What follows belongs to an exercise in optimizing a design on an open flow for small area, a short achievable clock period and few clock cycles per item; a production flow would make more cautious choices.
Where RTL was checked, it was by simulation tests only, not by an equivalence proof against the original.

==> flow/design.v (excerpt) <==
module sigmoid_unit (
    input  wire               clk,
    input  wire               rst,
    input  wire               in_valid,
    input  wire signed [15:0] net_in,
    output wire               out_valid,
    output wire signed [31:0] f_net,
    output wire signed [31:0] x,
    output wire signed [31:0] y,
    output wire signed [31:0] z
);
Size: about 100 flip-flops, roughly 150 I/O pins, roughly 11000 µm² of cells after synthesis.
export LEC_CHECK = 0
export ABC_AREA = 1
export CAP_MARGIN = 20
export CORE_MARGIN = 2
export CORE_UTILIZATION = 40
export SLEW_MARGIN = 20
create_clock -name core_clock -period 62.0 [get_ports {clk}]
standard.sh (not shown) runs the stock make flow with config.mk's settings and CLKGATE_MAP_FILE= SYNTH_SCRIPT=/design/flow/synth_recipe.tcl, a recipe that flattens the netlist after the stock synthesis.
==> flow/flow/run.sh <==
#!/bin/bash
set -euo pipefail
export BUFFER_PORTS_ARGS="-buffer_cell sky130_fd_sc_hd__buf_1"
# one tie cell drives all constant outputs
export SKIP_REPAIR_TIE_FANOUT=1
# stronger flip-flops where one drives several output buffers
export POST_GLOBAL_PLACE_TCL=$PWD/flow/upsize_out_ff.tcl UPSIZE_FF4_MIN=4 UPSIZE_FF2_MIN=2
bash standard.sh > standard.log 2>&1
==> flow/flow/upsize_out_ff.tcl <==
# Give the flip-flops that drive several output-port buffers (the copies of
# the sign bits, and the z bits that also drive f_net) a stronger drive.
set block [ord::get_db_block]
set n_up 0
foreach inst [$block getInsts] {
  if {[[$inst getMaster] getName] ne "sky130_fd_sc_hd__dfxtp_1"} { continue }
  set q [$inst findITerm Q]
  set net [$q getNet]
  if {$net eq "NULL"} { continue }
  set nout 0
  foreach it [$net getITerms] {
    if {[string match "output*" [[$it getInst] getName]]} { incr nout }
  }
  if {$nout >= $::env(UPSIZE_FF4_MIN)} {
    replace_cell [$inst getName] sky130_fd_sc_hd__dfxtp_4
    incr n_up
  } elseif {$nout >= $::env(UPSIZE_FF2_MIN)} {
    replace_cell [$inst getName] sky130_fd_sc_hd__dfxtp_2
    incr n_up
  }
}
puts "upsize_out_ff: resized $n_up flip-flops"
The baseline finished clean.
==> next run, changes <==
--- a/flow/design.v
+++ b/flow/design.v
@@ -405,13 +405,12 @@
 wire [9:0]  yv  = s1 ? (q0 ? {nv[8:0], 1'b0} : {~v, 1'b1}) : {v, ~q0};
 wire [9:0]  zv  = s1 ? (q0 ? qh1 : {1'b0, qh}) : zp;
 wire        yneg0 = s1 & (d1 >= 16'd1002);
 wire        yneg1 = s1 & (d1 != 16'd1001);
 wire        yneg2 = s1 & ((|d1[15:10]) | (d1[9:0] >= 10'd1002));
 wire        yneg3 = s1 & (d1[15:1] != 15'd500);
-wire        yneg4 = s1 & (d1 > 16'd1001);
 wire [15:0] nn;
 wire [16:0] nn_p, nn_g;
 assign nn_g[0] = 1'b0; assign nn_p[0] = 1'b0;
 assign nn_p[1] = (d1[0] ^ s1) ^ (s1); assign nn_g[1] = (d1[0] ^ s1) & (s1);
 assign nn_p[2] = (d1[1] ^ s1) ^ (1'b0); assign nn_g[2] = (d1[1] ^ s1) & (1'b0);
 assign nn_p[3] = (d1[2] ^ s1) ^ (1'b0); assign nn_g[3] = (d1[2] ^ s1) & (1'b0);
@@ -657,34 +656,32 @@
 assign xx[17] = xx_p[18] ^ xx_g16_17;
 assign xx[18] = xx_p[19] ^ xx_g17_18;
 assign xx[19] = xx_p[20] ^ xx_g18_19;
 assign xx[20] = xx_p[21] ^ xx_g19_20;
 assign xx[21] = xx_p[22] ^ xx_g20_21;
 reg        vo;
-reg [2:0] xs;
-reg [4:0] ys;
+reg [1:0] xs;
+reg [3:0] ys;
 reg [21:0] xr;
 reg [9:0]  yr;
 reg [9:0]  zr;
 always @(posedge clk) begin
     vo <= v1 & ~rst;
     xs[0] <= s1;
     xs[1] <= s1 & (d1 != 16'd1000);
-    xs[2] <= nn[15];
     ys[0] <= yneg0;
     ys[1] <= yneg1;
     ys[2] <= yneg2;
     ys[3] <= yneg3;
-    ys[4] <= yneg4;
     xr <= xx;
     yr <= yv;
     zr <= zv;
 end
 assign out_valid = vo;
-assign x     = {xs[0], xs[0], xs[0], xs[1], xs[1], xs[2], xs[2], xr, 3'b000};
-assign y     = {ys[0], ys[0], ys[0], ys[0], ys[0], ys[1], ys[1], ys[1], ys[1], ys[2], ys[2], ys[2], ys[2], ys[2], ys[3], ys[3], ys[3], ys[3], ys[4], ys[4], ys[4], ys[4], yr};
+assign x     = {xs[0], xs[0], xs[0], xs[0], xs[1], xs[1], xs[1], xr, 3'b000};
+assign y     = {ys[0], ys[0], ys[0], ys[0], ys[0], ys[0], ys[1], ys[1], ys[1], ys[1], ys[1], ys[2], ys[2], ys[2], ys[2], ys[2], ys[2], ys[3], ys[3], ys[3], ys[3], ys[3], yr};
 assign z     = {21'd0, zr, yr[0]};
 assign f_net = {22'd0, zr};
 endmodule
 module pfxi_row_h3_r11_11_11 (
     input  wire [10:0] t,
     input  wire [10:0] d,
- design area drops slightly
- clock skew drops by 0.0052 ns
- worst setup slack got worse by 0.011 ns
- routed wire length climbs slightly
- cell count drops slightly
- core utilization drops by 0.33 points
- global-route usage is about the same
- first-iteration DRC count drops by roughly a tenth
- sequential share of layout area drops by 0.13 points
- area after synthesis drops slightly
- count of clock-buffer cells in the layout stays the same
- register-to-register slack got worse by 0.18 ns
Testbench counts after the change, summed over its fixed seeds: cycles 16,024, items 16,000.
Only the layout flow was run in the first run of this note; the RTL was not checked for function there.

========
Setup of alpha:
sigmoid_unit, a different RTL version from the one above (not shown whole).
Size: ~100 flip-flops, about 150 I/O pins.
Settings: LEC_CHECK=0, ABC_AREA=1, CAP_MARGIN=20, CORE_MARGIN=2, CORE_UTILIZATION=40, SLEW_MARGIN=20; clock period 62.0 ns.
Scripts as last shown in full above: flow/flow/run.sh, flow/flow/upsize_out_ff.tcl
Testbench counts of alpha, summed over its fixed seeds: cycles 16,024, items 16,000.
Input changes introduced in beta (baseline for comparison: alpha):
diff --git a/flow/design.v b/flow/design.v
--- a/flow/design.v
+++ b/flow/design.v
@@ -311,15 +311,14 @@
 assign qh1[8] = qh1_p[9] ^ qh1_g3_8;
 assign qh1[9] = qh1_p[10] ^ qh1_g3_9;
 wire [9:0]  yv  = s1 ? (q0 ? {nv[8:0], 1'b0} : {~v, 1'b1}) : {v, ~q0};
 wire [9:0]  zv  = s1 ? (q0 ? qh1 : {1'b0, qh}) : zp;
 wire        yneg0 = s1 & (d1 >= 16'd1002);
 wire        yneg1 = s1 & (d1 != 16'd1001);
 wire        yneg2 = s1 & ((|d1[15:10]) | (d1[9:0] >= 10'd1002));
-wire        yneg3 = s1 & (d1[15:1] != 15'd500);
 wire [15:0] nn;
 wire [16:0] nn_p, nn_g;
 assign nn_g[0] = 1'b0; assign nn_p[0] = 1'b0;
 assign nn_p[1] = (d1[0] ^ s1) ^ (s1); assign nn_g[1] = (d1[0] ^ s1) & (s1);
 assign nn_p[2] = (d1[1] ^ s1) ^ (1'b0); assign nn_g[2] = (d1[1] ^ s1) & (1'b0);
 assign nn_p[3] = (d1[2] ^ s1) ^ (1'b0); assign nn_g[3] = (d1[2] ^ s1) & (1'b0);
 assign nn_p[4] = (d1[3] ^ s1) ^ (1'b1); assign nn_g[4] = (d1[3] ^ s1) & (1'b1);
@@ -564,34 +563,33 @@
 assign xx[17] = xx_p[18] ^ xx_g16_17;
 assign xx[18] = xx_p[19] ^ xx_g17_18;
 assign xx[19] = xx_p[20] ^ xx_g18_19;
 assign xx[20] = xx_p[21] ^ xx_g19_20;
 assign xx[21] = xx_p[22] ^ xx_g20_21;
 reg        vo;
 reg [2:0] xs;
-reg [3:0] ys;
+reg [2:0] ys;
 reg [21:0] xr;
 reg [9:0]  yr;
 reg [9:0]  zr;
 always @(posedge clk) begin
     vo <= v1 & ~rst;
     xs[0] <= s1;
     xs[1] <= s1 & (d1 != 16'd1000);
     xs[2] <= nn[15];
     ys[0] <= yneg0;
     ys[1] <= yneg1;
     ys[2] <= yneg2;
-    ys[3] <= yneg3;
     xr <= xx;
     yr <= yv;
     zr <= zv;
 end
 assign out_valid = vo;
 assign x     = {xs[0], xs[0], xs[0], xs[1], xs[1], xs[2], xs[2], xr, 3'b000};
-assign y     = {ys[0], ys[0], ys[0], ys[0], ys[0], ys[0], ys[1], ys[1], ys[1], ys[1], ys[1], ys[2], ys[2], ys[2], ys[2], ys[2], ys[2], ys[3], ys[3], ys[3], ys[3], ys[3], yr};
+assign y     = {ys[0], ys[0], ys[0], ys[0], ys[0], ys[0], ys[0], ys[0], ys[1], ys[1], ys[1], ys[1], ys[1], ys[1], ys[1], ys[2], ys[2], ys[2], ys[2], ys[2], ys[2], ys[2], yr};
 assign z     = {21'd0, zr, yr[0]};
 assign f_net = {22'd0, zr};
 endmodule
 module pfxi_row_h3_r11_11_11 (
     input  wire [10:0] t,
     input  wire [10:0] d,
     input  wire        hz,
## What came out
beta finished all stages; the layout is clean.
Non-clock buffer contribution to total cell area came out lower on beta than on alpha.
What alpha reported for top achievable clock speed has to be multiplied by 0.855 to get the figure for beta.
Status: depth of the CTS H-tree parity (alpha, beta)
Compared to alpha, the router laid down more metal wire for beta.
Non-clock buffer count ends up lower on beta.
After synthesis and placement, the instance count of beta is above that of alpha.
No functional check of the RTL was part of beta.

========
Another version of the RTL of sigmoid_unit (not shown whole).
Size in the first run: ~150 I/O pins.
Design sigmoid_unit, start of the top module:
module sigmoid_unit (
    input  wire               clk,
    input  wire               rst,
    input  wire               in_valid,
    input  wire signed [15:0] net_in,
    output wire               out_valid,
    output wire signed [31:0] f_net,
    output wire signed [31:0] x,
    output wire signed [31:0] y,
    output wire signed [31:0] z
);
reg [14:0] nx_q;
reg        s_q;
reg        v0;
always @(posedge clk) begin
    nx_q  <= net_in[14:0] ^ {15{net_in[15]}};
    s_q   <= net_in[15];
    v0    <= in_valid & ~rst;
end
wire        s0 = s_q;
wire [15:0] nx0 = {1'b0, nx_q};
wire [15:0] d0 = (nx0 + {15'd0, s0} + 16'd1000);
wire [10:0] tk9 = ~11'd1953;    
wire [10:0] df9;
wire        ge9;
pfxi_row_h3_r11_11_11 row9 (.t(tk9), .d(d0[10:0]), .hz(~|d0[15:11]), .ge(ge9), .r(df9));
wire [10:0] tr9 = df9;
wire [11:0] tk8 = {tr9, 1'b1};
wire [11:0] df8;
wire        ge8;
pfxi_row_h3_r12_12_12 row8 (.t(tk8), .d(d0[11:0]), .hz(~|d0[15:12]), .ge(ge8), .r(df8));
wire [11:0] tr8 = df8;
wire [12:0] tk7 = {tr8, 1'b1};
wire [12:0] df7;
wire        ge7;
pfxi_row_h3_r13_13_13 row7 (.t(tk7), .d(d0[12:0]), .hz(~|d0[15:13]), .ge(ge7), .r(df7));
wire [12:0] tr7 = df7;
wire [13:0] tk6 = {tr7, 1'b1};
wire [13:0] df6;
wire        ge6;
pfxi_row_h3_r14_14_14 row6 (.t(tk6), .d(d0[13:0]), .hz(~|d0[15:14]), .ge(ge6), .r(df6));
wire [13:0] tr6 = df6;
wire [14:0] tk5 = {tr6, 1'b0};
wire [14:0] df5;
wire        ge5;
pfxi_row_h3_r15_15_15 row5 (.t(tk5), .d(d0[14:0]), .hz(~|d0[15:15]), .ge(ge5), .r(df5));
wire [14:0] tr5 = df5;
reg [15:0] d1;
reg        s1;
reg        v1;
reg [14:0] t1;
reg        q9_1;
reg        q8_1;
reg        q7_1;
reg        q6_1;
reg        q5_1;
always @(posedge clk) begin
    d1 <= d0;
    s1 <= s0;
    v1 <= v0 & ~rst;
    t1 <= tr5;
  ...
Settings: LEC_CHECK=0, ABC_AREA=1, CAP_MARGIN=20, CORE_MARGIN=2, CORE_UTILIZATION=40, SLEW_MARGIN=20; clock period 62.0 ns.
Scripts as last shown in full above: flow/flow/run.sh, flow/flow/upsize_out_ff.tcl
Testbench counts at the start, summed over its fixed seeds: cycles 16,024, items 16,000.
Change:
--- a/flow/design.v
+++ b/flow/design.v
@@ -1,34 +1,31 @@
 module sigmoid_unit (
     input  wire               clk,
     input  wire               rst,
     input  wire               in_valid,
     input  wire signed [15:0] net_in,
     output wire               out_valid,
     output wire signed [31:0] f_net,
     output wire signed [31:0] x,
     output wire signed [31:0] y,
     output wire signed [31:0] z
 );
-reg [14:0] nx_q;
-reg        s_q;
+reg [15:0] net_q;
 reg        v0;
 always @(posedge clk) begin
-    nx_q  <= net_in[14:0] ^ {15{net_in[15]}};
-    s_q   <= net_in[15];
+    net_q <= net_in;
     v0    <= in_valid & ~rst;
 end
-wire        s0 = s_q;
-wire [15:0] nx0 = {1'b0, nx_q};
-wire [15:0] d0 = (nx0 + {15'd0, s0} + 16'd1000);
+wire        s0 = net_q[15];
+wire [15:0] d0 = ((net_q ^ {16{s0}}) + {15'd0, s0} + 16'd1000);
 wire [10:0] tk9 = ~11'd1953;    
 wire [10:0] df9;
 wire        ge9;
 pfxi_row_h3_r11_11_11 row9 (.t(tk9), .d(d0[10:0]), .hz(~|d0[15:11]), .ge(ge9), .r(df9));
 wire [10:0] tr9 = df9;
 wire [11:0] tk8 = {tr9, 1'b1};
 wire [11:0] df8;
 wire        ge8;
 pfxi_row_h3_r12_12_12 row8 (.t(tk8), .d(d0[11:0]), .hz(~|d0[15:12]), .ge(ge8), .r(df8));
 wire [11:0] tr8 = df8;
 wire [12:0] tk7 = {tr8, 1'b1};
 wire [12:0] df7;
=>
- cell area came out higher by 0.50%
- hold slack gains 0.035 ns
- wire length stays flat
- die area barely changes
- setup slack got worse by 0.0043 ns
- utilization is about the same
- critical path depth does not change
- via count is lower by 1.1%
Testbench counts after the change, summed over its fixed seeds: cycles 16,024, items 16,000.

-- port drivers added, routing unchanged --
How much do the figures lean on ideal ports? The routed layouts below were timed once more, with nothing changed but the port constraints. Step 1: set_driving_cell puts a clkbuf_16 on clk and a buf_2 on each other input, an assumption about the parent block. Step 2, shift: input delay + t, output delay - t, t = (earliest + latest rising clock arrival at the registers) / 2. This alone moves slack from input paths to output paths. a / b / c = ideal / step 1 / step 2; a / b = the first two.
run	t, ns	setup slack, ns	worst setup path at the end	slew at the worst register clock pin (ns)	worst data-port slew with drivers (ns)
the first run of note 1	0.392	48.731 / 48.689 / 48.553	input to register	0.08 / 0.08	0.03
the second run of note 1	0.399	48.721 / 48.678 / 48.587	input to register	0.08 / 0.08	0.03
alpha	0.404	48.716 / 48.669 / 49.073	register to output	0.09 / 0.09	0.03
beta	0.400	46.463 / 46.463 / 46.463	register to register	0.08 / 0.08	0.06
the first run of note 3	0.398	48.723 / 48.678 / 48.531	input to register	0.08 / 0.08	0.03
the second run of note 3	0.394	48.719 / 48.678 / 49.071	register to output	0.08 / 0.08	0.03
After both steps every run listed still meets setup and hold. The setup slack of the first run of note 3, which loses most, moves by -0.045 ns with the drivers and by -0.192 ns with both steps.
